Source: an optimization exercise on an open RTL-to-GDS flow (aim: small area and a short achievable clock period). Production flows keep margins and buffers that such runs may drop.
At most, simulation tests tie the RTL to the original design; equivalence was not proved.
The RTL of runs 2 and 3 was laid out without a check of its function.

$ cat flow/run.sh
#!/bin/bash
# The standard layout (standard.sh) with extra ORFS settings read from
# flow/extra.txt (for example power recovery, which downsizes gates off the
# critical paths). ORFS writes each step's log under orfs/logs; make's own
# output goes to standard.log.
EXTRA=$(cat flow/extra.txt)
sed "s|\"\${@:-finish}\"|$EXTRA \"\${@:-finish}\"|" standard.sh > standard_extra.sh
bash standard_extra.sh > standard.log 2>&1
$ cat flow/extra.txt
RECOVER_POWER=100
$ cat standard.sh
#!/bin/bash
# synth_recipe.tcl (not shown) runs the flow's synth.tcl, then flattens the netlist and writes it again
# the make line also repeats each setting of config.mk as NAME=value (left out here)
make -C /OpenROAD-flow-scripts/flow DESIGN_CONFIG=/design/flow/config.mk WORK_HOME=/design/flow/orfs CLKGATE_MAP_FILE= SYNTH_SCRIPT=/design/flow/synth_recipe.tcl "${@:-finish}"
$ cat config.mk
export PLATFORM = sky130hd
export DESIGN_NAME = main
export DESIGN_NICKNAME = main
export VERILOG_FILES = /design/flow/design.v
export SDC_FILE = /design/flow/constraint.sdc
export NUM_CORES = 4
export LEC_CHECK = 0
export ABC_AREA = 1
export CAP_MARGIN = 0
export CORE_MARGIN = 2
export CORE_UTILIZATION = 60
export SETUP_SLACK_MARGIN = 5
export SLEW_MARGIN = 0
export TNS_END_PERCENT = 10
$ cat constraint.sdc
create_clock -name core_clock -period 15.5 [get_ports {clk}]
set_input_delay 3.1000 -clock core_clock [delete_from_list [all_inputs] [get_ports {clk}]]
set_output_delay 3.1000 -clock core_clock [all_outputs]
set_load 0.01 [all_outputs]
$ cat design.v
module divu8 (
    input  wire [7:0] n,
    input  wire [7:0] d,
    output wire [7:0] q,
    output wire [7:0] r
);
    wire hz7 = ~d[1] & ~d[2] & ~d[3] & ~d[4] & ~d[5] & ~d[6] & ~d[7];
    wire g7_0_0 = ~n[7] & d[0];
    wire p7_0_0 = ~(n[7] ^ d[0]);
    wire ge7 = hz7 & ~g7_0_0;
    assign q[7] = ge7;
    wire r7_0 = ge7 ? (n[7] ^ d[0] ^ 1'b0) : n[7];
    wire hz6 = ~d[2] & ~d[3] & ~d[4] & ~d[5] & ~d[6] & ~d[7];
    wire g6_0_0 = ~n[6] & d[0];
    wire p6_0_0 = ~(n[6] ^ d[0]);
    wire g6_1_0 = ~r7_0 & d[1];
    wire p6_1_0 = ~(r7_0 ^ d[1]);
    wire g6_1_1 = g6_1_0 | (p6_1_0 & g6_0_0);
    wire p6_1_1 = p6_1_0 & p6_0_0;
    wire ge6 = hz6 & ~g6_1_1;
    assign q[6] = ge6;
    wire r6_0 = ge6 ? (n[6] ^ d[0] ^ 1'b0) : n[6];
    wire r6_1 = ge6 ? (r7_0 ^ d[1] ^ g6_0_0) : r7_0;
    wire hz5 = ~d[3] & ~d[4] & ~d[5] & ~d[6] & ~d[7];
    wire g5_0_0 = ~n[5] & d[0];
    wire p5_0_0 = ~(n[5] ^ d[0]);
    wire g5_1_0 = ~r6_0 & d[1];
    wire p5_1_0 = ~(r6_0 ^ d[1]);
    wire g5_2_0 = ~r6_1 & d[2];
    wire p5_2_0 = ~(r6_1 ^ d[2]);
    wire g5_1_1 = g5_1_0 | (p5_1_0 & g5_0_0);
    wire p5_1_1 = p5_1_0 & p5_0_0;
    wire g5_2_2 = g5_2_0 | (p5_2_0 & g5_1_1);
    wire p5_2_2 = p5_2_0 & p5_1_1;
    wire ge5 = hz5 & ~g5_2_2;
    assign q[5] = ge5;
    wire r5_0 = ge5 ? (n[5] ^ d[0] ^ 1'b0) : n[5];
    wire r5_1 = ge5 ? (r6_0 ^ d[1] ^ g5_0_0) : r6_0;
    wire r5_2 = ge5 ? (r6_1 ^ d[2] ^ g5_1_1) : r6_1;
    wire hz4 = ~d[4] & ~d[5] & ~d[6] & ~d[7];
    wire g4_0_0 = ~n[4] & d[0];
    wire p4_0_0 = ~(n[4] ^ d[0]);
    wire g4_1_0 = ~r5_0 & d[1];
    wire p4_1_0 = ~(r5_0 ^ d[1]);
    wire g4_2_0 = ~r5_1 & d[2];
    wire p4_2_0 = ~(r5_1 ^ d[2]);
    wire g4_3_0 = ~r5_2 & d[3];
    wire p4_3_0 = ~(r5_2 ^ d[3]);
    wire g4_1_1 = g4_1_0 | (p4_1_0 & g4_0_0);
    wire p4_1_1 = p4_1_0 & p4_0_0;
    wire g4_3_1 = g4_3_0 | (p4_3_0 & g4_2_0);
    wire p4_3_1 = p4_3_0 & p4_2_0;
    wire g4_2_2 = g4_2_0 | (p4_2_0 & g4_1_1);
    wire p4_2_2 = p4_2_0 & p4_1_1;
    wire g4_3_2 = g4_3_1 | (p4_3_1 & g4_1_1);
    wire p4_3_2 = p4_3_1 & p4_1_1;
    wire ge4 = hz4 & ~g4_3_2;
    assign q[4] = ge4;
    wire r4_0 = ge4 ? (n[4] ^ d[0] ^ 1'b0) : n[4];
    wire r4_1 = ge4 ? (r5_0 ^ d[1] ^ g4_0_0) : r5_0;
    wire r4_2 = ge4 ? (r5_1 ^ d[2] ^ g4_1_1) : r5_1;
    wire r4_3 = ge4 ? (r5_2 ^ d[3] ^ g4_2_2) : r5_2;
    wire hz3 = ~d[5] & ~d[6] & ~d[7];
    wire g3_0_0 = ~n[3] & d[0];
    wire p3_0_0 = ~(n[3] ^ d[0]);
    wire g3_1_0 = ~r4_0 & d[1];
    wire p3_1_0 = ~(r4_0 ^ d[1]);
    wire g3_2_0 = ~r4_1 & d[2];
    wire p3_2_0 = ~(r4_1 ^ d[2]);
    wire g3_3_0 = ~r4_2 & d[3];
    wire p3_3_0 = ~(r4_2 ^ d[3]);
    wire g3_4_0 = ~r4_3 & d[4];
    wire p3_4_0 = ~(r4_3 ^ d[4]);
    wire g3_1_1 = g3_1_0 | (p3_1_0 & g3_0_0);
    wire p3_1_1 = p3_1_0 & p3_0_0;
    wire g3_3_1 = g3_3_0 | (p3_3_0 & g3_2_0);
    wire p3_3_1 = p3_3_0 & p3_2_0;
    wire g3_2_2 = g3_2_0 | (p3_2_0 & g3_1_1);
    wire p3_2_2 = p3_2_0 & p3_1_1;
    wire g3_3_2 = g3_3_1 | (p3_3_1 & g3_1_1);
    wire p3_3_2 = p3_3_1 & p3_1_1;
    wire g3_4_3 = g3_4_0 | (p3_4_0 & g3_3_2);
    wire p3_4_3 = p3_4_0 & p3_3_2;
    wire ge3 = hz3 & ~g3_4_3;
    assign q[3] = ge3;
    wire r3_0 = ge3 ? (n[3] ^ d[0] ^ 1'b0) : n[3];
    wire r3_1 = ge3 ? (r4_0 ^ d[1] ^ g3_0_0) : r4_0;
    wire r3_2 = ge3 ? (r4_1 ^ d[2] ^ g3_1_1) : r4_1;
    wire r3_3 = ge3 ? (r4_2 ^ d[3] ^ g3_2_2) : r4_2;
    wire r3_4 = ge3 ? (r4_3 ^ d[4] ^ g3_3_2) : r4_3;
    wire hz2 = ~d[6] & ~d[7];
    wire g2_0_0 = ~n[2] & d[0];
    wire p2_0_0 = ~(n[2] ^ d[0]);
    wire g2_1_0 = ~r3_0 & d[1];
    wire p2_1_0 = ~(r3_0 ^ d[1]);
    wire g2_2_0 = ~r3_1 & d[2];
    wire p2_2_0 = ~(r3_1 ^ d[2]);
    wire g2_3_0 = ~r3_2 & d[3];
    wire p2_3_0 = ~(r3_2 ^ d[3]);
    wire g2_4_0 = ~r3_3 & d[4];
    wire p2_4_0 = ~(r3_3 ^ d[4]);
    wire g2_5_0 = ~r3_4 & d[5];
    wire p2_5_0 = ~(r3_4 ^ d[5]);
    wire g2_1_1 = g2_1_0 | (p2_1_0 & g2_0_0);
    wire p2_1_1 = p2_1_0 & p2_0_0;
    wire g2_3_1 = g2_3_0 | (p2_3_0 & g2_2_0);
    wire p2_3_1 = p2_3_0 & p2_2_0;
    wire g2_5_1 = g2_5_0 | (p2_5_0 & g2_4_0);
    wire p2_5_1 = p2_5_0 & p2_4_0;
    wire g2_2_2 = g2_2_0 | (p2_2_0 & g2_1_1);
    wire p2_2_2 = p2_2_0 & p2_1_1;
    wire g2_3_2 = g2_3_1 | (p2_3_1 & g2_1_1);
    wire p2_3_2 = p2_3_1 & p2_1_1;
    wire g2_4_3 = g2_4_0 | (p2_4_0 & g2_3_2);
    wire p2_4_3 = p2_4_0 & p2_3_2;
    wire g2_5_3 = g2_5_1 | (p2_5_1 & g2_3_2);
    wire p2_5_3 = p2_5_1 & p2_3_2;
    wire ge2 = hz2 & ~g2_5_3;
    assign q[2] = ge2;
    wire r2_0 = ge2 ? (n[2] ^ d[0] ^ 1'b0) : n[2];
    wire r2_1 = ge2 ? (r3_0 ^ d[1] ^ g2_0_0) : r3_0;
    wire r2_2 = ge2 ? (r3_1 ^ d[2] ^ g2_1_1) : r3_1;
    wire r2_3 = ge2 ? (r3_2 ^ d[3] ^ g2_2_2) : r3_2;
    wire r2_4 = ge2 ? (r3_3 ^ d[4] ^ g2_3_2) : r3_3;
    wire r2_5 = ge2 ? (r3_4 ^ d[5] ^ g2_4_3) : r3_4;
    wire hz1 = ~d[7];
    wire g1_0_0 = ~n[1] & d[0];
    wire p1_0_0 = ~(n[1] ^ d[0]);
    wire g1_1_0 = ~r2_0 & d[1];
    wire p1_1_0 = ~(r2_0 ^ d[1]);
    wire g1_2_0 = ~r2_1 & d[2];
    wire p1_2_0 = ~(r2_1 ^ d[2]);
    wire g1_3_0 = ~r2_2 & d[3];
    wire p1_3_0 = ~(r2_2 ^ d[3]);
    wire g1_4_0 = ~r2_3 & d[4];
    wire p1_4_0 = ~(r2_3 ^ d[4]);
    wire g1_5_0 = ~r2_4 & d[5];
    wire p1_5_0 = ~(r2_4 ^ d[5]);
    wire g1_6_0 = ~r2_5 & d[6];
    wire p1_6_0 = ~(r2_5 ^ d[6]);
    wire g1_1_1 = g1_1_0 | (p1_1_0 & g1_0_0);
    wire p1_1_1 = p1_1_0 & p1_0_0;
    wire g1_3_1 = g1_3_0 | (p1_3_0 & g1_2_0);
    wire p1_3_1 = p1_3_0 & p1_2_0;
    wire g1_5_1 = g1_5_0 | (p1_5_0 & g1_4_0);
    wire p1_5_1 = p1_5_0 & p1_4_0;
    wire g1_2_2 = g1_2_0 | (p1_2_0 & g1_1_1);
    wire p1_2_2 = p1_2_0 & p1_1_1;
    wire g1_3_2 = g1_3_1 | (p1_3_1 & g1_1_1);
    wire p1_3_2 = p1_3_1 & p1_1_1;
    wire g1_6_2 = g1_6_0 | (p1_6_0 & g1_5_1);
    wire p1_6_2 = p1_6_0 & p1_5_1;
    wire g1_4_3 = g1_4_0 | (p1_4_0 & g1_3_2);
    wire p1_4_3 = p1_4_0 & p1_3_2;
    wire g1_5_3 = g1_5_1 | (p1_5_1 & g1_3_2);
    wire p1_5_3 = p1_5_1 & p1_3_2;
    wire g1_6_3 = g1_6_2 | (p1_6_2 & g1_3_2);
    wire p1_6_3 = p1_6_2 & p1_3_2;
    wire ge1 = hz1 & ~g1_6_3;
    assign q[1] = ge1;
    wire r1_0 = ge1 ? (n[1] ^ d[0] ^ 1'b0) : n[1];
    wire r1_1 = ge1 ? (r2_0 ^ d[1] ^ g1_0_0) : r2_0;
    wire r1_2 = ge1 ? (r2_1 ^ d[2] ^ g1_1_1) : r2_1;
    wire r1_3 = ge1 ? (r2_2 ^ d[3] ^ g1_2_2) : r2_2;
    wire r1_4 = ge1 ? (r2_3 ^ d[4] ^ g1_3_2) : r2_3;
    wire r1_5 = ge1 ? (r2_4 ^ d[5] ^ g1_4_3) : r2_4;
    wire r1_6 = ge1 ? (r2_5 ^ d[6] ^ g1_5_3) : r2_5;
    wire hz0 = 1'b1;
    wire g0_0_0 = ~n[0] & d[0];
    wire p0_0_0 = ~(n[0] ^ d[0]);
    wire g0_1_0 = ~r1_0 & d[1];
    wire p0_1_0 = ~(r1_0 ^ d[1]);
    wire g0_2_0 = ~r1_1 & d[2];
    wire p0_2_0 = ~(r1_1 ^ d[2]);
    wire g0_3_0 = ~r1_2 & d[3];
    wire p0_3_0 = ~(r1_2 ^ d[3]);
    wire g0_4_0 = ~r1_3 & d[4];
    wire p0_4_0 = ~(r1_3 ^ d[4]);
    wire g0_5_0 = ~r1_4 & d[5];
    wire p0_5_0 = ~(r1_4 ^ d[5]);
    wire g0_6_0 = ~r1_5 & d[6];
    wire p0_6_0 = ~(r1_5 ^ d[6]);
    wire g0_7_0 = ~r1_6 & d[7];
    wire p0_7_0 = ~(r1_6 ^ d[7]);
    wire g0_1_1 = g0_1_0 | (p0_1_0 & g0_0_0);
    wire p0_1_1 = p0_1_0 & p0_0_0;
    wire g0_3_1 = g0_3_0 | (p0_3_0 & g0_2_0);
    wire p0_3_1 = p0_3_0 & p0_2_0;
    wire g0_5_1 = g0_5_0 | (p0_5_0 & g0_4_0);
    wire p0_5_1 = p0_5_0 & p0_4_0;
    wire g0_7_1 = g0_7_0 | (p0_7_0 & g0_6_0);
    wire p0_7_1 = p0_7_0 & p0_6_0;
    wire g0_2_2 = g0_2_0 | (p0_2_0 & g0_1_1);
    wire p0_2_2 = p0_2_0 & p0_1_1;
    wire g0_3_2 = g0_3_1 | (p0_3_1 & g0_1_1);
    wire p0_3_2 = p0_3_1 & p0_1_1;
    wire g0_6_2 = g0_6_0 | (p0_6_0 & g0_5_1);
    wire p0_6_2 = p0_6_0 & p0_5_1;
    wire g0_7_2 = g0_7_1 | (p0_7_1 & g0_5_1);
    wire p0_7_2 = p0_7_1 & p0_5_1;
    wire g0_4_3 = g0_4_0 | (p0_4_0 & g0_3_2);
    wire p0_4_3 = p0_4_0 & p0_3_2;
    wire g0_5_3 = g0_5_1 | (p0_5_1 & g0_3_2);
    wire p0_5_3 = p0_5_1 & p0_3_2;
    wire g0_6_3 = g0_6_2 | (p0_6_2 & g0_3_2);
    wire p0_6_3 = p0_6_2 & p0_3_2;
    wire g0_7_3 = g0_7_2 | (p0_7_2 & g0_3_2);
    wire p0_7_3 = p0_7_2 & p0_3_2;
    wire ge0 = hz0 & ~g0_7_3;
    assign q[0] = ge0;
    wire r0_0 = ge0 ? (n[0] ^ d[0] ^ 1'b0) : n[0];
    wire r0_1 = ge0 ? (r1_0 ^ d[1] ^ g0_0_0) : r1_0;
    wire r0_2 = ge0 ? (r1_1 ^ d[2] ^ g0_1_1) : r1_1;
    wire r0_3 = ge0 ? (r1_2 ^ d[3] ^ g0_2_2) : r1_2;
    wire r0_4 = ge0 ? (r1_3 ^ d[4] ^ g0_3_2) : r1_3;
    wire r0_5 = ge0 ? (r1_4 ^ d[5] ^ g0_4_3) : r1_4;
    wire r0_6 = ge0 ? (r1_5 ^ d[6] ^ g0_5_3) : r1_5;
    wire r0_7 = ge0 ? (r1_6 ^ d[7] ^ g0_6_3) : r1_6;
    assign r = {r0_7, r0_6, r0_5, r0_4, r0_3, r0_2, r0_1, r0_0};
endmodule
module mul8lo (
    input  wire [7:0] a,
    input  wire [7:0] b,
    output wire [7:0] p
);
    wire [7:0] s [0:7];
    wire [8:0] c [0:7];
    genvar i, j;
    generate
        for (j = 0; j < 8; j = j + 1) begin : r0
            assign s[0][j] = a[j] & b[0];
        end
        assign c[0] = 9'd0;
        for (i = 1; i < 8; i = i + 1) begin : row
            for (j = 0; j < i; j = j + 1) begin : lo
                assign s[i][j] = s[i-1][j];
            end
            assign c[i][i:0] = {(i+1){1'b0}};
            for (j = i; j < 8; j = j + 1) begin : col
                wire x = s[i-1][j];
                wire y = c[i-1][j];
                wire z = a[j-i] & b[i];
                assign s[i][j]   = x ^ y ^ z;
                assign c[i][j+1] = (x & y) | (x & z) | (y & z);
            end
        end
    endgenerate
    assign p = s[7];
endmodule
module addsub8 (
    input  wire [7:0] a,
    input  wire [7:0] b,
    input  wire       sub,
    output wire [7:0] y
);
    wire [7:0] x = a ^ {8{sub}};
    wire [8:0] c;
    assign c[0] = sub;
    genvar j;
    generate
        for (j = 0; j < 8; j = j + 1) begin : bt
            assign y[j]   = b[j] ^ x[j] ^ c[j];
            assign c[j+1] = (b[j] & x[j]) | (b[j] & c[j]) | (x[j] & c[j]);
        end
    endgenerate
endmodule
module main (
    input wire clk,
    input wire rst,
    input wire [7:0] in,
    input wire [2:0] op,
    input wire apply,
    output wire [7:0] tail,
    output wire empty,
    output reg valid
);
    reg [7:0] q0, q1, q2, q3, q4;
    reg [2:0] c;     
    assign tail  = q0;
    assign empty = (c == 3'd0);
    reg [7:0] a, b;
    always @* begin
        case ({c[2], c[0]})
            2'd0: begin a = q1; b = q0; end
            2'd1: begin a = q2; b = q1; end
            2'd2: begin a = q3; b = q2; end
            default: begin a = q4; b = q3; end
        endcase
    end
    wire [7:0] quo, rem;
    divu8 u_div (.n(b), .d(a), .q(quo), .r(rem));
    wire       sub = op[2];
    wire [7:0] sum, prod;
    addsub8 u_as (.a(a), .b(b), .sub(sub), .y(sum));
    mul8lo u_mul (.a(a), .b(b), .p(prod));
    reg [7:0] res;
    always @* begin
        case (op)
            3'd0:    res = in;
            3'd3:    res = prod;
            3'd5:    res = quo;
            3'd6:    res = rem;
            default: res = sum;
        endcase
    end
    wire full = c[2] & c[0];
    wire ge2  = c[2] | c[1];
    wire ge1  = c != 3'd0;
    wire bad = (op == 3'd7)
             | ((op == 3'd0) & full)
             | ((op == 3'd1) & ~ge1)
             | ((op != 3'd0) & (op != 3'd1) & ~ge2)
             | (((op == 3'd5) | (op == 3'd6)) & (a == 8'd0));
    always @(posedge clk) begin
        if (apply && op != 3'd1) begin
            q0 <= res;
            q1 <= q0;
            q2 <= q1;
            q3 <= q2;
            q4 <= q3;
        end
    end
    always @(posedge clk or posedge rst) begin
        if (rst) begin
            c     <= 3'd0;
            valid <= 1'b1;
        end else if (apply) begin
            if (op == 3'd0) c <= c + 3'd1;
            else            c <= c - 3'd1;
            if (bad) valid <= 1'b0;
        end
    end
endmodule
==> notes.md, run 1 <==
The final standard cell count with taps included and fillers excluded is 721. The detailed router placed 4,262 vias in this run.

The total half-perimeter wirelength after legalization and detailed placement is 10,200 um. The worst hold path belongs to the class reg -> reg. The setup TNS is 0 ns. The required time of the critical path came out at 15.55 ns. The antenna diode count is 0. The cell count after placement is 668. The number of antenna-violating nets in the routed design is 0. Max-cap violations in this run came to 0. The number of nets in the layout came out at 712. The routed length per instance is 19.4 um. The CTS sink count came out at 44. The setup slack after layout came out at 3.80 ns. In this run, CTS created clock tree buffers numbering 5. The number of standard-cell rows in the floorplan is 32. The share of the yosys chip area belonging to registers is 27.0%. Clock tree synthesis selected as its root buffer the cell sky130_fd_sc_hd__clkbuf_8. The total nets after synthesis came out at 645. The worst setup path is captured at a flop. The most common cell in the synthesized netlist is sky130_fd_sc_hd__nand2_1.

The maximum clock frequency is 85.5 MHz. The launch point of the worst reg-to-reg path is c[2]. The placeable core region came out at 0.00777 mm2. The placer congestion estimate is 0.944. For this run, the slowest stage of the critical path takes 0.49 ns. After detailed routing, the number of remaining DRC violations is 0. The number of failing hold endpoints at the final stage is 0.

The proportion of layout cells with a drive suffix above 1 is 22.0%. The wire length of the first global-routing pass came out at 22,600 um. The number of port buffers came out at 23.

The largest fanout on the critical path came out at 12. Counting flops with a built-in enable in the synthesized netlist gives 40. The slowest stage of the critical path belongs to the cell sky130_fd_sc_hd__dfrtp_1.

STA puts the critical path data arrival time at 11.75 ns. The Yosys step of the flow raised 2 warnings. The worst setup path is launched from a flop.

The clock tree from TritonCTS is yes. The utilization of the core after routing is 74.6%. Dividing the detail-routed via count by the number of cells gives 5.91.

For this design the top-level I/O count stands at 24. The gate count after technology mapping is 551. The overall fraction of global-route tracks in use came out at 33.9%. The setup path with the least slack is of type reg -> reg. The worst hold path begins at q1[2]. The final critical-path required period came out at 11.70 ns. Along the worst hold path, the cell count comes to 0.

The die extent in x came out at 93.7 um. The post-synthesis register bit count came out at 44. The cell area after synthesis came out at 0.00483 mm2. The number of slew-limit violations in the final report came out at 0. The count of distinct cell types in the synthesized netlist came out at 47. The total routed wirelength is 14,000 um. The via count of the first global-routing pass came out at 4,384.

Between clock sinks in the finished design, the worst skew comes to 0.0130 ns. The transition at the pin with the smallest max-transition slack came out at 1.11 ns. The sink of the worst hold path is q2[2].

Dividing the synthesized area by the synthesized cell count gives 8.76 um2. For the worst-skew pair, the clock arrives at the later sink with an insertion delay of 0.31 ns. The worst-case register-to-register setup slack came out at 3.80 ns. The floorplan die height is 93.7 um.

The H-tree depth is 2. The clock-pin slew reported for the worst setup and hold paths after clock tree synthesis is 0.09 ns. The count of hold-fix buffers inserted at cts came out at 0. Counting cells, the worst reg-to-reg path comes to 65. The iteration-0 DRC count of the detailed router is 325.

The most used flip-flop cell after synthesis is sky130_fd_sc_hd__edfxtp_1. The worst setup slack before clock tree synthesis came out at 3.19 ns.

Sorting the synthesized cells by how often they occur yields sky130_fd_sc_hd__nand2_1, sky130_fd_sc_hd__inv_1, sky130_fd_sc_hd__ha_1. Setup repair after global routing could not meet its margin everywhere. The reg-to-reg critical path endpoint is q0[4]. By area the synthesized netlist is led by sky130_fd_sc_hd__edfxtp_1, sky130_fd_sc_hd__fa_1, sky130_fd_sc_hd__ha_1, sky130_fd_sc_hd__nand2_1, sky130_fd_sc_hd__inv_1. The largest net degree at the start of global routing came out at 22. The maximum clock insertion buffer count came out at 2. The iteration count of the initial detailed-routing pass came out at 5. The residual overflow from global routing is 0. The run finished with no timing, DRC or antenna violations.

The remaining max-slew budget at the tightest pin is 26.0%. The number of antenna violations at the first check in global routing is 0. The async set-reset flop share out of synthesis is 9.09%. The post-synthesis to final-layout area growth came out at 20.1%. The final critical-path share of the clock period came out at 75.5%. The full die area is 0.00878 mm2.

Of all cell types, the one taking the most synthesized area is sky130_fd_sc_hd__edfxtp_1. Setup violations remaining at the end of the flow were counted as 0. Of the post-synthesis cell area, the dominant cell type holds 24.9%. The effective utilization at floorplan came out at 62.1%.
[per-stage QoR]
stage          cell area (um2)  hold WS (ns)
6_report                  5790         0.445
2_1_floorplan             4980         0.426
4_1_cts                   5850         0.447
5_1_grt                   5790         0.457
3_5_place_dp              5270         0.437
3_3_place_gp              5270         0.432
[worst max-delay path: cells and delay by family (launching register included)]
kind	cells	cell delay, ns
flip-flops	1	0.49
AND/OR/NAND/NOR	24	3.03
buffers and inverters	10	1.51
adder cells (fa/ha/maj)	9	3.17
AO/OA/AOI/OAI	22	3.25
[cell families (layout without fill, tap and decap cells)]
logic type                 Yosys count  count (layout)  share of synthesized area, %
AOI/OAI and AO/OA                   85              85                          11.2
xor gates and xnor gates            31              31                          5.63
adders and majority gates           80              80                          26.8
buffers and inverters               86             153                          7.47
DFF                                 44              44                          27.0
and+or+nand+nor                    225             226                          21.9
[placed cells by master (no fill, tap or decap), types with 6 or more instances in the layout]
master / Yosys / layout
sky130_fd_sc_hd__o211ai_1: 8 / 8
sky130_fd_sc_hd__clkdlybuf4s50_1: 0 / 11
sky130_fd_sc_hd__a21oi_1: 17 / 13
sky130_fd_sc_hd__ha_1: 41 / 39
sky130_fd_sc_hd__fa_1: 39 / 32
sky130_fd_sc_hd__nand2_2: 8 / 14
sky130_fd_sc_hd__nand2_1: 109 / 99
sky130_fd_sc_hd__o21ai_0: 30 / 19
sky130_fd_sc_hd__nor2_1: 35 / 33
sky130_fd_sc_hd__xor2_1: 24 / 24
sky130_fd_sc_hd__o21ai_2: 3 / 10
sky130_fd_sc_hd__inv_1: 66 / 64
sky130_fd_sc_hd__edfxtp_1: 40 / 40
sky130_fd_sc_hd__xnor2_1: 7 / 7
sky130_fd_sc_hd__buf_4: 2 / 42
sky130_fd_sc_hd__o21ai_1: 6 / 8
sky130_fd_sc_hd__nand3_1: 31 / 31
sky130_fd_sc_hd__dlygate4sd3_1: 0 / 12
sky130_fd_sc_hd__or2_2: 7 / 6
sky130_fd_sc_hd__fa_2: 0 / 7
sky130_fd_sc_hd__nor3_1: 7 / 8
[metal layers]
metal / share of wire (%) / vias to the layer above / routed length (um) / GRT usage (%)
li1: - / 1953 / - / -
met1: 39 / 2028 / 5450 / 42.4
met3: 5.8 / 63 / 809 / 3.13
met2: 50 / 218 / 6980 / 58.9
met4: 5.3 / 0 / 736 / 16.2
met5: 0 / - / 0 / 0
[timing repair]
item,in CTS,in global routing
pin swaps,35,0
setup endpoints to repair,8,8
gates resized for setup,42,0
buffers inserted,44,0
cloned,1,0
[how the worst max path moves through the flow]
stage	startpoint	to	slack, ns	cells after the start
2_1_floorplan	c[0]	q0[0]	5.01	60
3_3_place_gp	c[0]	q0[0]	3.66	61
3_5_place_dp	c[0]	q0[0]	3.19	63
4_1_cts	c[0]	q0[4]	5.01	60
5_1_grt	c[2]	q0[4]	3.08	65
6_report	c[2]	q0[4]	3.80	65
[state kept, by name, indices dropped and copies added (netlist names)]
signal and count:
q0 8, c 3, q2 8, valid 1, q3 8, q4 8, q1 8
[cell type report]
type	instances	area (um2)
clock buffers	6	72.6
repair buffers	71	578
clock inverters	2	35.0
well taps	102	128
fillers	582	1970
flip-flops and latches	44	1310
inverters	74	298
multi-input cells	422	3380
==> inputs of run 2 (changes only) <==
--- a/design.v
+++ b/design.v
@@ -279,13 +279,10 @@
     assign tail  = q0;
     assign empty = (c == 3'd0);
-    reg [7:0] a, b;
-    always @* begin
-        case ({c[2], c[0]})
-            2'd0: begin a = q1; b = q0; end
-            2'd1: begin a = q2; b = q1; end
-            2'd2: begin a = q3; b = q2; end
-            default: begin a = q4; b = q3; end
-        endcase
-    end
+    wire s2 = ~c[2] & ~c[0];
+    wire s3 = ~c[2] &  c[0];
+    wire s4 =  c[2] & ~c[0];
+    wire s5 =  c[2] &  c[0];
+    wire [7:0] a = ({8{s2}} & q1) | ({8{s3}} & q2) | ({8{s4}} & q3) | ({8{s5}} & q4);
+    wire [7:0] b = ({8{s2}} & q0) | ({8{s3}} & q1) | ({8{s4}} & q2) | ({8{s5}} & q3);
     wire [7:0] quo, rem;
     divu8 u_div (.n(b), .d(a), .q(quo), .r(rem));
==> run.sh (new file) <==
#!/bin/bash
# synth_recipe.tcl (not shown) runs the flow's synth.tcl, then flattens the netlist and writes it again
# the make line also repeats each setting of config.mk as NAME=value (left out here)
make -C /OpenROAD-flow-scripts/flow DESIGN_CONFIG=/design/flow/config.mk WORK_HOME=/design/flow/orfs CLKGATE_MAP_FILE= SYNTH_SCRIPT=/design/flow/synth_recipe.tcl finish
removed: flow/run.sh
removed: flow/extra.txt
removed: standard.sh
==> notes.md, run 2 <==
The async set-reset flop share out of synthesis came out at 9.09%. The setup skew after layout came out at 0.0111 ns. The multi-input combinational cells in the finished layout cover a total of 0.00354 mm2. Global routing used 33.7% of the available tracks across all layers. The number of antenna violations at the first check in global routing came out at 0.

Dividing the detail-routed via count by the number of cells gives 5.95. The share of the yosys chip area belonging to registers came out at 26.8%. The floorplan die height is 94.0 um. Headroom to the max-slew limit came out at 44.6%. The mapped netlist covers 0.00486 mm2. The library cell used most frequently in the layout, excluding fill and tap cells, is sky130_fd_sc_hd__nand2_1.

The routed length per instance is 19.5 um. The wire length of the first global-routing pass is 22,500 um. The number of top-level design ports is 24. The antenna diode count is 0. The iteration count of the initial detailed-routing pass is 5. The setup TNS came out at 0 ns. The final standard cell area without fillers came out at 0.00615 mm2. In the layout the commonest cells are sky130_fd_sc_hd__nand2_1, sky130_fd_sc_hd__inv_1, sky130_fd_sc_hd__buf_4, sky130_fd_sc_hd__edfxtp_1, sky130_fd_sc_hd__nand3_1. Clock-pin slew was measured on the worst setup and hold paths at 0.09 ns. Registers take 0.00131 mm2.

The fraction of synthesized cell area taken by the top area cell type came out at 24.7%. The number of port buffers is 23. The die extent in x is 94.0 um. The number of antenna-violating nets in the routed design came out at 0. The setup slack after layout came out at 4.68 ns.

The number of flops mapped to enable cells by yosys came out at 40. At the pin with the least slew margin, the transition time is 0.825 ns. Counting flops and latches in the post-synthesis netlist gives 44.

The flow ran to the end and the layout has no timing, DRC or antenna violations. The largest net degree at the start of global routing is 34. The number of remaining DRC errors is 0. The final critical-path required period is 10.82 ns. The largest single stage delay on the critical path is 0.48 ns. The number of standard-cell rows in the floorplan is 32. The reg-to-reg critical path endpoint is q0[2]. Along the worst path, the maximum fanout reaches 7. The utilization of the core after routing is 79.2%. The final critical-path share of the clock period is 69.8%. The tool flagged a number of max-cap violations equal to 0. The effective utilization at floorplan came out at 62.5%. The critical path in this run is classified as reg -> reg. The capturing element of the worst setup path is q0[2].

Sorting the synthesized cells by area gives the leading types as sky130_fd_sc_hd__edfxtp_1, sky130_fd_sc_hd__fa_1, sky130_fd_sc_hd__ha_1, sky130_fd_sc_hd__nand2_1, sky130_fd_sc_hd__inv_1. The post-synthesis cell type with the largest combined area is sky130_fd_sc_hd__edfxtp_1. The clock tree from TritonCTS is yes.

The data arrival at the endpoint of the critical path came out at 10.86 ns. The worst register-to-register path begins at c[2]. The worst setup slack before clock tree synthesis is 3.25 ns. The iteration-0 DRC count of the detailed router is 363. The required time of the critical path is 15.55 ns. The maximum clock frequency is 92.5 MHz. Setup repair after global routing could not meet its margin everywhere. For this design, the slowest cell found on the critical path is sky130_fd_sc_hd__dfrtp_2. The maximum clock insertion buffer count is 2. By count the netlist is led by sky130_fd_sc_hd__nand2_1, sky130_fd_sc_hd__inv_1, sky130_fd_sc_hd__ha_1. The placeable core region came out at 0.00777 mm2. The sort of element at the end of the critical path is a flop.

Among all cell types in the netlist, the one instantiated most often is sky130_fd_sc_hd__nand2_1. The number of failing hold endpoints at the final stage is 0. The latest clock arrival within the worst-skew pair came out at 0.30 ns. Excluding fillers, the count of instances in the completed layout stands at 758. The CTS root buffer is sky130_fd_sc_hd__clkbuf_8. The class of the worst hold path is reg -> reg. CTS built an H-tree with a depth of 2.

The tightest hold path in the finished design has a slack of 0.449 ns. The net count of the finished layout is 749. The worst register-to-register path has a setup slack of 4.68 ns. Global routing finished with a remaining overflow of 0. The placed instance area came out at 0.00524 mm2. The cell repeated most along the worst path is sky130_fd_sc_hd__fa_2. For this run, the number of Yosys warnings is 2.

The total routed wirelength came out at 14,800 um. The total half-perimeter wirelength after legalization and detailed placement is 10,200 um. For this run, the leading register cell type out of synthesis is sky130_fd_sc_hd__edfxtp_1. The number of slew-limit violations in the final report came out at 0.

The startpoint kind of the worst setup timing path is a flop. The post-synthesis to final-layout area growth came out at 26.6%. The synthesized area per cell came out at 8.48 um2. Setup violations remaining at the end of the flow were counted as 0. The total nets after synthesis came out at 667. The routed layout has 4,509 vias.

The number of placed instances, taps included, is 691. The proportion of layout cells with a drive suffix above 1 came out at 27.6%. The count of filler cells inserted in the layout came out at 501. The full die area is 0.00883 mm2.

The CTS sink count is 44. The most critical setup path has its startpoint at c[2]. The count of distinct cell types in the synthesized netlist came out at 45. The placer congestion estimate is 1.02. TritonCTS created 5 clock buffers.

The gate count after technology mapping came out at 573. The via count of the first global-routing pass came out at 4,437. The count of cells along the worst register-to-register path came out at 65.
run 2: cell type report:
type                    instances  share of cell area, %
clock inverters                 2                  0.977
clock buffers                   6                   1.18
inverters                      81                   5.39
multi-input cells             439                   57.6
repair buffers                 84                   11.6
well taps                     102                   2.08
flip-flops and latches         44                   21.2
run 2: how the worst min path moves through the flow:
stage                     start     to  slack [ns]  depth (start not counted)
after floorplan           q1[0]  q2[0]        0.43                          0
after global placement    q1[0]  q2[0]        0.43                          0
after detailed placement  q1[0]  q2[0]        0.43                          0
after CTS                 q1[0]  q2[0]        0.45                          0
after global routing      q3[1]  q4[1]        0.47                          0
final                     q1[1]  q2[1]        0.45                          0
run 2: repair_timing:
action / in CTS / in global routing
hold buffers: 0 / 0
pin swaps: 25 / 40
resized for setup: 51 / 41
endpoints found under the setup margin: 8 / 8
endpoints found under the hold margin: 0 / 0
setup buffers: 37 / 21
gates cloned: 1 / 0
run 2: worst max-delay path: cells and delay by family, from the launching register on:
kind | cells | cell delay [ns]
flops | 1 | 0.48
simple gates | 28 | 3.20
buf+inv | 10 | 1.07
compound gates | 18 | 2.74
fa+ha+maj | 9 | 3.02
run 2: cells by family after synthesis:
kind of cell             Yosys count  synth area share (%)
buffers and inverters             91                  7.55
flip-flops                        44                  26.8
AO/OA/AOI/OAI                     71                  9.45
XOR/XNOR                          30                  5.41
AND/OR/NAND/NOR                  257                  24.2
adder cells (fa/ha/maj)           80                  26.6
run 2: metal layers:
metal | track usage [%] | share of wire [%] | up-vias
li1 | - | - | 2032
met1 | 40.8 | 37 | 2169
met2 | 60.7 | 51 | 245
met3 | 3.69 | 7.0 | 63
met4 | 14.0 | 4.8 | 0
met5 | 0 | 0 | -
==> inputs of run 3 (changes only) <==
--- a/design.v
+++ b/design.v
@@ -3,5 +3,7 @@
     input  wire [7:0] d,
     output wire [7:0] q,
-    output wire [7:0] r
+    output wire [7:0] r,
+    output wire [7:0] t0,    
+    output wire [7:0] s0     
 );
     wire hz7 = ~d[1] & ~d[2] & ~d[3] & ~d[4] & ~d[5] & ~d[6] & ~d[7];
@@ -10,5 +12,6 @@
     wire ge7 = hz7 & ~g7_0_0;
     assign q[7] = ge7;
-    wire r7_0 = ge7 ? (n[7] ^ d[0] ^ 1'b0) : n[7];
+    wire s7_0 = n[7] ^ d[0] ^ 1'b0;
+    wire r7_0 = ge7 ? s7_0 : n[7];
     wire hz6 = ~d[2] & ~d[3] & ~d[4] & ~d[5] & ~d[6] & ~d[7];
     wire g6_0_0 = ~n[6] & d[0];
@@ -20,6 +23,8 @@
     wire ge6 = hz6 & ~g6_1_1;
     assign q[6] = ge6;
-    wire r6_0 = ge6 ? (n[6] ^ d[0] ^ 1'b0) : n[6];
-    wire r6_1 = ge6 ? (r7_0 ^ d[1] ^ g6_0_0) : r7_0;
+    wire s6_0 = n[6] ^ d[0] ^ 1'b0;
+    wire r6_0 = ge6 ? s6_0 : n[6];
+    wire s6_1 = r7_0 ^ d[1] ^ g6_0_0;
+    wire r6_1 = ge6 ? s6_1 : r7_0;
     wire hz5 = ~d[3] & ~d[4] & ~d[5] & ~d[6] & ~d[7];
     wire g5_0_0 = ~n[5] & d[0];
@@ -35,7 +40,10 @@
     wire ge5 = hz5 & ~g5_2_2;
     assign q[5] = ge5;
-    wire r5_0 = ge5 ? (n[5] ^ d[0] ^ 1'b0) : n[5];
-    wire r5_1 = ge5 ? (r6_0 ^ d[1] ^ g5_0_0) : r6_0;
-    wire r5_2 = ge5 ? (r6_1 ^ d[2] ^ g5_1_1) : r6_1;
+    wire s5_0 = n[5] ^ d[0] ^ 1'b0;
+    wire r5_0 = ge5 ? s5_0 : n[5];
+    wire s5_1 = r6_0 ^ d[1] ^ g5_0_0;
+    wire r5_1 = ge5 ? s5_1 : r6_0;
+    wire s5_2 = r6_1 ^ d[2] ^ g5_1_1;
+    wire r5_2 = ge5 ? s5_2 : r6_1;
     wire hz4 = ~d[4] & ~d[5] & ~d[6] & ~d[7];
     wire g4_0_0 = ~n[4] & d[0];
@@ -57,8 +65,12 @@
     wire ge4 = hz4 & ~g4_3_2;
     assign q[4] = ge4;
-    wire r4_0 = ge4 ? (n[4] ^ d[0] ^ 1'b0) : n[4];
-    wire r4_1 = ge4 ? (r5_0 ^ d[1] ^ g4_0_0) : r5_0;
-    wire r4_2 = ge4 ? (r5_1 ^ d[2] ^ g4_1_1) : r5_1;
-    wire r4_3 = ge4 ? (r5_2 ^ d[3] ^ g4_2_2) : r5_2;
+    wire s4_0 = n[4] ^ d[0] ^ 1'b0;
+    wire r4_0 = ge4 ? s4_0 : n[4];
+    wire s4_1 = r5_0 ^ d[1] ^ g4_0_0;
+    wire r4_1 = ge4 ? s4_1 : r5_0;
+    wire s4_2 = r5_1 ^ d[2] ^ g4_1_1;
+    wire r4_2 = ge4 ? s4_2 : r5_1;
+    wire s4_3 = r5_2 ^ d[3] ^ g4_2_2;
+    wire r4_3 = ge4 ? s4_3 : r5_2;
     wire hz3 = ~d[5] & ~d[6] & ~d[7];
     wire g3_0_0 = ~n[3] & d[0];
@@ -84,9 +96,14 @@
     wire ge3 = hz3 & ~g3_4_3;
     assign q[3] = ge3;
-    wire r3_0 = ge3 ? (n[3] ^ d[0] ^ 1'b0) : n[3];
-    wire r3_1 = ge3 ? (r4_0 ^ d[1] ^ g3_0_0) : r4_0;
-    wire r3_2 = ge3 ? (r4_1 ^ d[2] ^ g3_1_1) : r4_1;
-    wire r3_3 = ge3 ? (r4_2 ^ d[3] ^ g3_2_2) : r4_2;
-    wire r3_4 = ge3 ? (r4_3 ^ d[4] ^ g3_3_2) : r4_3;
+    wire s3_0 = n[3] ^ d[0] ^ 1'b0;
+    wire r3_0 = ge3 ? s3_0 : n[3];
+    wire s3_1 = r4_0 ^ d[1] ^ g3_0_0;
+    wire r3_1 = ge3 ? s3_1 : r4_0;
+    wire s3_2 = r4_1 ^ d[2] ^ g3_1_1;
+    wire r3_2 = ge3 ? s3_2 : r4_1;
+    wire s3_3 = r4_2 ^ d[3] ^ g3_2_2;
+    wire r3_3 = ge3 ? s3_3 : r4_2;
+    wire s3_4 = r4_3 ^ d[4] ^ g3_3_2;
+    wire r3_4 = ge3 ? s3_4 : r4_3;
     wire hz2 = ~d[6] & ~d[7];
     wire g2_0_0 = ~n[2] & d[0];
@@ -118,10 +135,16 @@
     wire ge2 = hz2 & ~g2_5_3;
     assign q[2] = ge2;
-    wire r2_0 = ge2 ? (n[2] ^ d[0] ^ 1'b0) : n[2];
-    wire r2_1 = ge2 ? (r3_0 ^ d[1] ^ g2_0_0) : r3_0;
-    wire r2_2 = ge2 ? (r3_1 ^ d[2] ^ g2_1_1) : r3_1;
-    wire r2_3 = ge2 ? (r3_2 ^ d[3] ^ g2_2_2) : r3_2;
-    wire r2_4 = ge2 ? (r3_3 ^ d[4] ^ g2_3_2) : r3_3;
-    wire r2_5 = ge2 ? (r3_4 ^ d[5] ^ g2_4_3) : r3_4;
+    wire s2_0 = n[2] ^ d[0] ^ 1'b0;
+    wire r2_0 = ge2 ? s2_0 : n[2];
+    wire s2_1 = r3_0 ^ d[1] ^ g2_0_0;
+    wire r2_1 = ge2 ? s2_1 : r3_0;
+    wire s2_2 = r3_1 ^ d[2] ^ g2_1_1;
+    wire r2_2 = ge2 ? s2_2 : r3_1;
+    wire s2_3 = r3_2 ^ d[3] ^ g2_2_2;
+    wire r2_3 = ge2 ? s2_3 : r3_2;
+    wire s2_4 = r3_3 ^ d[4] ^ g2_3_2;
+    wire r2_4 = ge2 ? s2_4 : r3_3;
+    wire s2_5 = r3_4 ^ d[5] ^ g2_4_3;
+    wire r2_5 = ge2 ? s2_5 : r3_4;
     wire hz1 = ~d[7];
     wire g1_0_0 = ~n[1] & d[0];
@@ -159,11 +182,18 @@
     wire ge1 = hz1 & ~g1_6_3;
     assign q[1] = ge1;
-    wire r1_0 = ge1 ? (n[1] ^ d[0] ^ 1'b0) : n[1];
-    wire r1_1 = ge1 ? (r2_0 ^ d[1] ^ g1_0_0) : r2_0;
-    wire r1_2 = ge1 ? (r2_1 ^ d[2] ^ g1_1_1) : r2_1;
-    wire r1_3 = ge1 ? (r2_2 ^ d[3] ^ g1_2_2) : r2_2;
-    wire r1_4 = ge1 ? (r2_3 ^ d[4] ^ g1_3_2) : r2_3;
-    wire r1_5 = ge1 ? (r2_4 ^ d[5] ^ g1_4_3) : r2_4;
-    wire r1_6 = ge1 ? (r2_5 ^ d[6] ^ g1_5_3) : r2_5;
+    wire s1_0 = n[1] ^ d[0] ^ 1'b0;
+    wire r1_0 = ge1 ? s1_0 : n[1];
+    wire s1_1 = r2_0 ^ d[1] ^ g1_0_0;
+    wire r1_1 = ge1 ? s1_1 : r2_0;
+    wire s1_2 = r2_1 ^ d[2] ^ g1_1_1;
+    wire r1_2 = ge1 ? s1_2 : r2_1;
+    wire s1_3 = r2_2 ^ d[3] ^ g1_2_2;
+    wire r1_3 = ge1 ? s1_3 : r2_2;
+    wire s1_4 = r2_3 ^ d[4] ^ g1_3_2;
+    wire r1_4 = ge1 ? s1_4 : r2_3;
+    wire s1_5 = r2_4 ^ d[5] ^ g1_4_3;
+    wire r1_5 = ge1 ? s1_5 : r2_4;
+    wire s1_6 = r2_5 ^ d[6] ^ g1_5_3;
+    wire r1_6 = ge1 ? s1_6 : r2_5;
     wire hz0 = 1'b1;
     wire g0_0_0 = ~n[0] & d[0];
@@ -209,12 +239,36 @@
     wire ge0 = hz0 & ~g0_7_3;
     assign q[0] = ge0;
-    wire r0_0 = ge0 ? (n[0] ^ d[0] ^ 1'b0) : n[0];
-    wire r0_1 = ge0 ? (r1_0 ^ d[1] ^ g0_0_0) : r1_0;
-    wire r0_2 = ge0 ? (r1_1 ^ d[2] ^ g0_1_1) : r1_1;
-    wire r0_3 = ge0 ? (r1_2 ^ d[3] ^ g0_2_2) : r1_2;
-    wire r0_4 = ge0 ? (r1_3 ^ d[4] ^ g0_3_2) : r1_3;
-    wire r0_5 = ge0 ? (r1_4 ^ d[5] ^ g0_4_3) : r1_4;
-    wire r0_6 = ge0 ? (r1_5 ^ d[6] ^ g0_5_3) : r1_5;
-    wire r0_7 = ge0 ? (r1_6 ^ d[7] ^ g0_6_3) : r1_6;
+    wire s0_0 = n[0] ^ d[0] ^ 1'b0;
+    wire r0_0 = ge0 ? s0_0 : n[0];
+    assign t0[0] = n[0];
+    assign s0[0] = s0_0;
+    wire s0_1 = r1_0 ^ d[1] ^ g0_0_0;
+    wire r0_1 = ge0 ? s0_1 : r1_0;
+    assign t0[1] = r1_0;
+    assign s0[1] = s0_1;
+    wire s0_2 = r1_1 ^ d[2] ^ g0_1_1;
+    wire r0_2 = ge0 ? s0_2 : r1_1;
+    assign t0[2] = r1_1;
+    assign s0[2] = s0_2;
+    wire s0_3 = r1_2 ^ d[3] ^ g0_2_2;
+    wire r0_3 = ge0 ? s0_3 : r1_2;
+    assign t0[3] = r1_2;
+    assign s0[3] = s0_3;
+    wire s0_4 = r1_3 ^ d[4] ^ g0_3_2;
+    wire r0_4 = ge0 ? s0_4 : r1_3;
+    assign t0[4] = r1_3;
+    assign s0[4] = s0_4;
+    wire s0_5 = r1_4 ^ d[5] ^ g0_4_3;
+    wire r0_5 = ge0 ? s0_5 : r1_4;
+    assign t0[5] = r1_4;
+    assign s0[5] = s0_5;
+    wire s0_6 = r1_5 ^ d[6] ^ g0_5_3;
+    wire r0_6 = ge0 ? s0_6 : r1_5;
+    assign t0[6] = r1_5;
+    assign s0[6] = s0_6;
+    wire s0_7 = r1_6 ^ d[7] ^ g0_6_3;
+    wire r0_7 = ge0 ? s0_7 : r1_6;
+    assign t0[7] = r1_6;
+    assign s0[7] = s0_7;
     assign r = {r0_7, r0_6, r0_5, r0_4, r0_3, r0_2, r0_1, r0_0};
 endmodule
@@ -279,26 +333,33 @@
     assign tail  = q0;
     assign empty = (c == 3'd0);
-    wire s2 = ~c[2] & ~c[0];
-    wire s3 = ~c[2] &  c[0];
-    wire s4 =  c[2] & ~c[0];
-    wire s5 =  c[2] &  c[0];
-    wire [7:0] a = ({8{s2}} & q1) | ({8{s3}} & q2) | ({8{s4}} & q3) | ({8{s5}} & q4);
-    wire [7:0] b = ({8{s2}} & q0) | ({8{s3}} & q1) | ({8{s4}} & q2) | ({8{s5}} & q3);
-    wire [7:0] quo, rem;
-    divu8 u_div (.n(b), .d(a), .q(quo), .r(rem));
+    reg [7:0] a, b;
+    always @* begin
+        case ({c[2], c[0]})
+            2'd0: begin a = q1; b = q0; end
+            2'd1: begin a = q2; b = q1; end
+            2'd2: begin a = q3; b = q2; end
+            default: begin a = q4; b = q3; end
+        endcase
+    end
+    wire [7:0] quo, rem, dt, ds;
+    divu8 u_div (.n(b), .d(a), .q(quo), .r(rem), .t0(dt), .s0(ds));
     wire       sub = op[2];
     wire [7:0] sum, prod;
     addsub8 u_as (.a(a), .b(b), .sub(sub), .y(sum));
     mul8lo u_mul (.a(a), .b(b), .p(prod));
-    reg [7:0] res;
+    reg [7:0] early;
     always @* begin
         case (op)
-            3'd0:    res = in;
-            3'd3:    res = prod;
-            3'd5:    res = quo;
-            3'd6:    res = rem;
-            default: res = sum;
+            3'd0:    early = in;
+            3'd3:    early = prod;
+            3'd5:    early = {quo[7:1], 1'b0};
+            default: early = sum;
         endcase
     end
+    wire       is5  = (op == 3'd5);
+    wire       is6  = (op == 3'd6);
+    wire [7:0] res1 = is6 ? ds : (early | {7'd0, is5});
+    wire [7:0] res0 = is6 ? dt : early;
+    wire [7:0] res  = quo[0] ? res1 : res0;
     wire full = c[2] & c[0];
     wire ge2  = c[2] | c[1];
==> notes.md, run 3 <==
The run finished with no timing, DRC or antenna violations. After synthesis, the share of flip-flops with an asynchronous set or reset is 9.09%. The post-synthesis share of cell area spent on and, or, nand and nor gates came out at 23.5%. For this run, the detailed router's first-pass iteration total came to 5.

The count of hold-fix buffers inserted at cts is 0. The launch point of the worst reg-to-reg path is c[0]. The post-synthesis to final-layout area growth is 28.2%.

The worst setup path is launched from a flop. The total half-perimeter wirelength after legalization and detailed placement came out at 10,100 um. Summing the areas of all compound-gate instances in the mapped netlist gives 11.7% of the synthesized area. The clock-pin slew reported for the worst setup and hold paths after clock tree synthesis came out at 0.08 ns.

The number of antenna violations at the first check in global routing was 0. In the global route stage, overall resource usage came out at 31.6%. The effective utilization at floorplan is 61.0%.

After detailed routing, the number of vias per cell comes to 5.96. The number of nets in the layout is 748. The largest fanout on the critical path is 8. The floorplan die height is 95.0 um. The maximum single-stage delay on the critical path came out at 0.56 ns.

After layout, the worst path uses 67.0% of the clock period. The maximum clock insertion buffer count is 2. The setup slack after layout is 5.11 ns.

The worst hold slack came out at 0.450 ns. Routability-driven placement finished with a final weighted congestion of 0.973. In this design, the critical path's most frequently occurring cell is sky130_fd_sc_hd__nand2_2.

The required time of the critical path is 15.55 ns. The max capacitance violation total is 0. The biggest area contributor in the post-synthesis netlist is sky130_fd_sc_hd__edfxtp_1. The top flip-flop cell by instance count after synthesis is sky130_fd_sc_hd__edfxtp_1. The setup TNS is 0 ns. The routed length per instance is 19.7 um.

Of the total synthesized cell area, the portion taken by XOR and XNOR cells is 4.74%. Yosys mapped a number of flops with a built-in enable equal to 40. After global routing, the most crowded layer is met2. The worst setup slack before clock tree synthesis came out at 3.41 ns. The worst setup path category is reg -> reg.

The share of synthesized cell area in full adder, half adder and majority cells is 26.1%. The CTS sink count came out at 44. The number of slew-limit violations in the final report was 0. The setup skew after layout came out at 0.00826 ns. The die extent in x came out at 95.0 um.

The number of top-level design ports is 24. The number of antenna-violating nets in the routed design is 0. The worst path in the final design needs a cycle of 10.39 ns, including I/O delays and setup. At the pin with the least slew margin, the transition time is 0.933 ns. After detailed routing, the total wire length is 15,000 um. Setup repair after global routing could not meet its margin everywhere.

The total area of multi-input combinational cells is 0.00375 mm2. The H-tree depth is 2. The cell area after synthesis is 0.00496 mm2. Ranked by instance count, the synthesized netlist is headed by sky130_fd_sc_hd__nand2_1, sky130_fd_sc_hd__inv_1, sky130_fd_sc_hd__ha_1. The latest clock arrival within the worst-skew pair is 0.30 ns. The number of setup violations in the final report came out at 0. A synthesized cell averages 8.77 um2. Of the post-synthesis cell area, the part taken by muxes is 0%. The antenna diode count is 0. In the layout the commonest cells are sky130_fd_sc_hd__nand2_1, sky130_fd_sc_hd__inv_1, sky130_fd_sc_hd__buf_4, sky130_fd_sc_hd__edfxtp_1, sky130_fd_sc_hd__nor2_1. The class of the worst hold path is reg -> reg.

The cell with the most instances after synthesis is sky130_fd_sc_hd__nand2_1. The remaining max-slew budget at the tightest pin is 37.3%. The met1 usage came out at 38.9%. The clock tree from TritonCTS is yes.

The maximum clock frequency came out at 96.3 MHz. The sort of element at the end of the critical path is a flop.

The post-synthesis register bit count is 44. The first global-routing pass estimated 21,500 um of wire. The proportion of layout cells with a drive suffix above 1 came out at 32.8%.

The number of warning messages in the yosys log is 2. The cell with the biggest individual delay on the critical path is sky130_fd_sc_hd__dfrtp_4. Setup slack on the worst reg-to-reg path comes out at 5.11 ns. The placeable core region came out at 0.00813 mm2. The data arrival at the endpoint of the critical path is 10.44 ns. Global routing consumed, on the met3 layer, 3.51% of the routing resources.

The total nets after synthesis is 660. The via count of the first global-routing pass is 4,277.

The largest net degree at the start of global routing is 31. The number of failing hold endpoints at the final stage came out at 0. The share of the yosys chip area belonging to registers came out at 26.2%.

The top cell type by area accounts for 24.2% of the synthesized area. Yosys attributes the largest share of cell area to sky130_fd_sc_hd__edfxtp_1, sky130_fd_sc_hd__fa_1, sky130_fd_sc_hd__ha_1, sky130_fd_sc_hd__nand2_1, sky130_fd_sc_hd__inv_1. The number of port buffers came out at 23. The commonest non-fill, non-tap cell in the layout is sky130_fd_sc_hd__nand2_1. Buffers inserted during clock tree synthesis total 5. The gate count after technology mapping came out at 566.

Across all layers, the routed design uses 4,526 vias. The cell depth of the worst min-delay path came out at 0. The number of standard-cell rows in the floorplan is 33. The count of cells along the worst register-to-register path came out at 59. The worst register-to-register path ends at q0[5].

The number of remaining DRC errors came out at 0. Yosys mapped the design onto 53 distinct sky130hd cell types. CTS placed an instance of sky130_fd_sc_hd__clkbuf_8 at the clock tree root. The worst hold path terminates at q2[0]. The register area is 0.00131 mm2.

The met2 usage is 56.1%. By area, the combinational part of the netlist is dominated by adder cells. Global routing finished with a remaining overflow of 0. The full die area is 0.00902 mm2. The iteration-0 DRC count of the detailed router is 407.

Counting the fill cells in the layout gives 535. The startpoint identified for the worst hold timing path is q1[0].
run 3: cells by family after synthesis:
| logic type | after synthesis |
|---|---|
| AO/OA/AOI/OAI | 82 |
| flip-flops | 44 |
| adder cells (fa/ha/maj) | 80 |
| buffers and inverters | 94 |
| AND/OR/NAND/NOR | 240 |
| XOR/XNOR | 26 |
run 3: layout make-up:
cell class,count,area share (%)
clock inverters,2,0.177
clock buffers,6,1.14
flip-flops and latches,44,20.6
inverters,86,5.31
multi-input cells,429,58.9
well taps,105,2.06
repair buffers,88,11.8
run 3: through the flow:
stage / util, % / instances / area [um2]
after global routing: 78.2 / 760 / 6360
after floorplan: - / 566 / 5010
final: 78.2 / 760 / 6360
after CTS: 71.8 / 734 / 5840
after detailed placement: 65.5 / 688 / 5330
after global placement: 65.5 / 688 / 5330
run 3: how the worst max path moves through the flow:
stage | from | endpoint | slack (ns) | depth (start not counted)
final | c[0] | q0[5] | 5.11 | 59
after global routing | c[0] | q0[4] | 4.68 | 63
after CTS | c[2] | q0[4] | 5.00 | 63
after detailed placement | c[2] | q0[4] | 3.41 | 63
after global placement | c[2] | q0[5] | 3.73 | 58
after floorplan | c[0] | q0[4] | 5.02 | 65
run 3: what timing repair did:
item / CTS / global route
setup endpoints to repair: 8 / 8
setup buffers: 37 / 26
pin swaps: 22 / 45
gates cloned: 1 / 0
gates resized for setup: 32 / 74
run 3: critical path: cells and delay by family (launching register included):
kind,cells,cell delay (ns)
adder cells (fa/ha/maj),11,3.52
AND/OR/NAND/NOR,27,3.07
AO/OA/AOI/OAI,12,2.00
buffers and inverters,8,0.78
flip-flops,1,0.56
XOR/XNOR,1,0.17
run 3: per-layer routing:
metal  vias up  part of all wire, %
li1       2048                    -
met1      2170                   37
met2       233                   50
met3        75                  6.5
met4         0                  6.1
met5         -                    0

==> afterwards: timing with drivers on the ports <==
In the flow no input, the clock included, has a driving cell. The finished layouts below were timed again as built, in two steps. Step 1 (the two cells are an assumption about what drives the block):
set clk [get_ports {clk}]
set_driving_cell -lib_cell sky130_fd_sc_hd__clkbuf_16 $clk
set_driving_cell -lib_cell sky130_fd_sc_hd__buf_2 [delete_from_list [all_inputs] $clk]
Step 2 also shifts input and output timing later by t, the mid clock arrival at the registers, as if the neighbouring blocks saw the same clock. a / b / c = no drivers / after step 1 / after step 2; a / b = the first two.
run | shift t [ns] | setup slack, ns | worst setup path at the end | slew at the worst register clock pin (ns)
run 1 | 0.327 | 3.801 / 3.801 / 3.801 | register to register | 0.09 / 0.09
run 2 | 0.326 | 4.684 / 4.684 / 4.684 | register to register | 0.09 / 0.09
run 3 | 0.320 | 5.112 / 5.112 / 5.112 | register to register | 0.09 / 0.09
After both steps setup and hold are still met in every run listed.
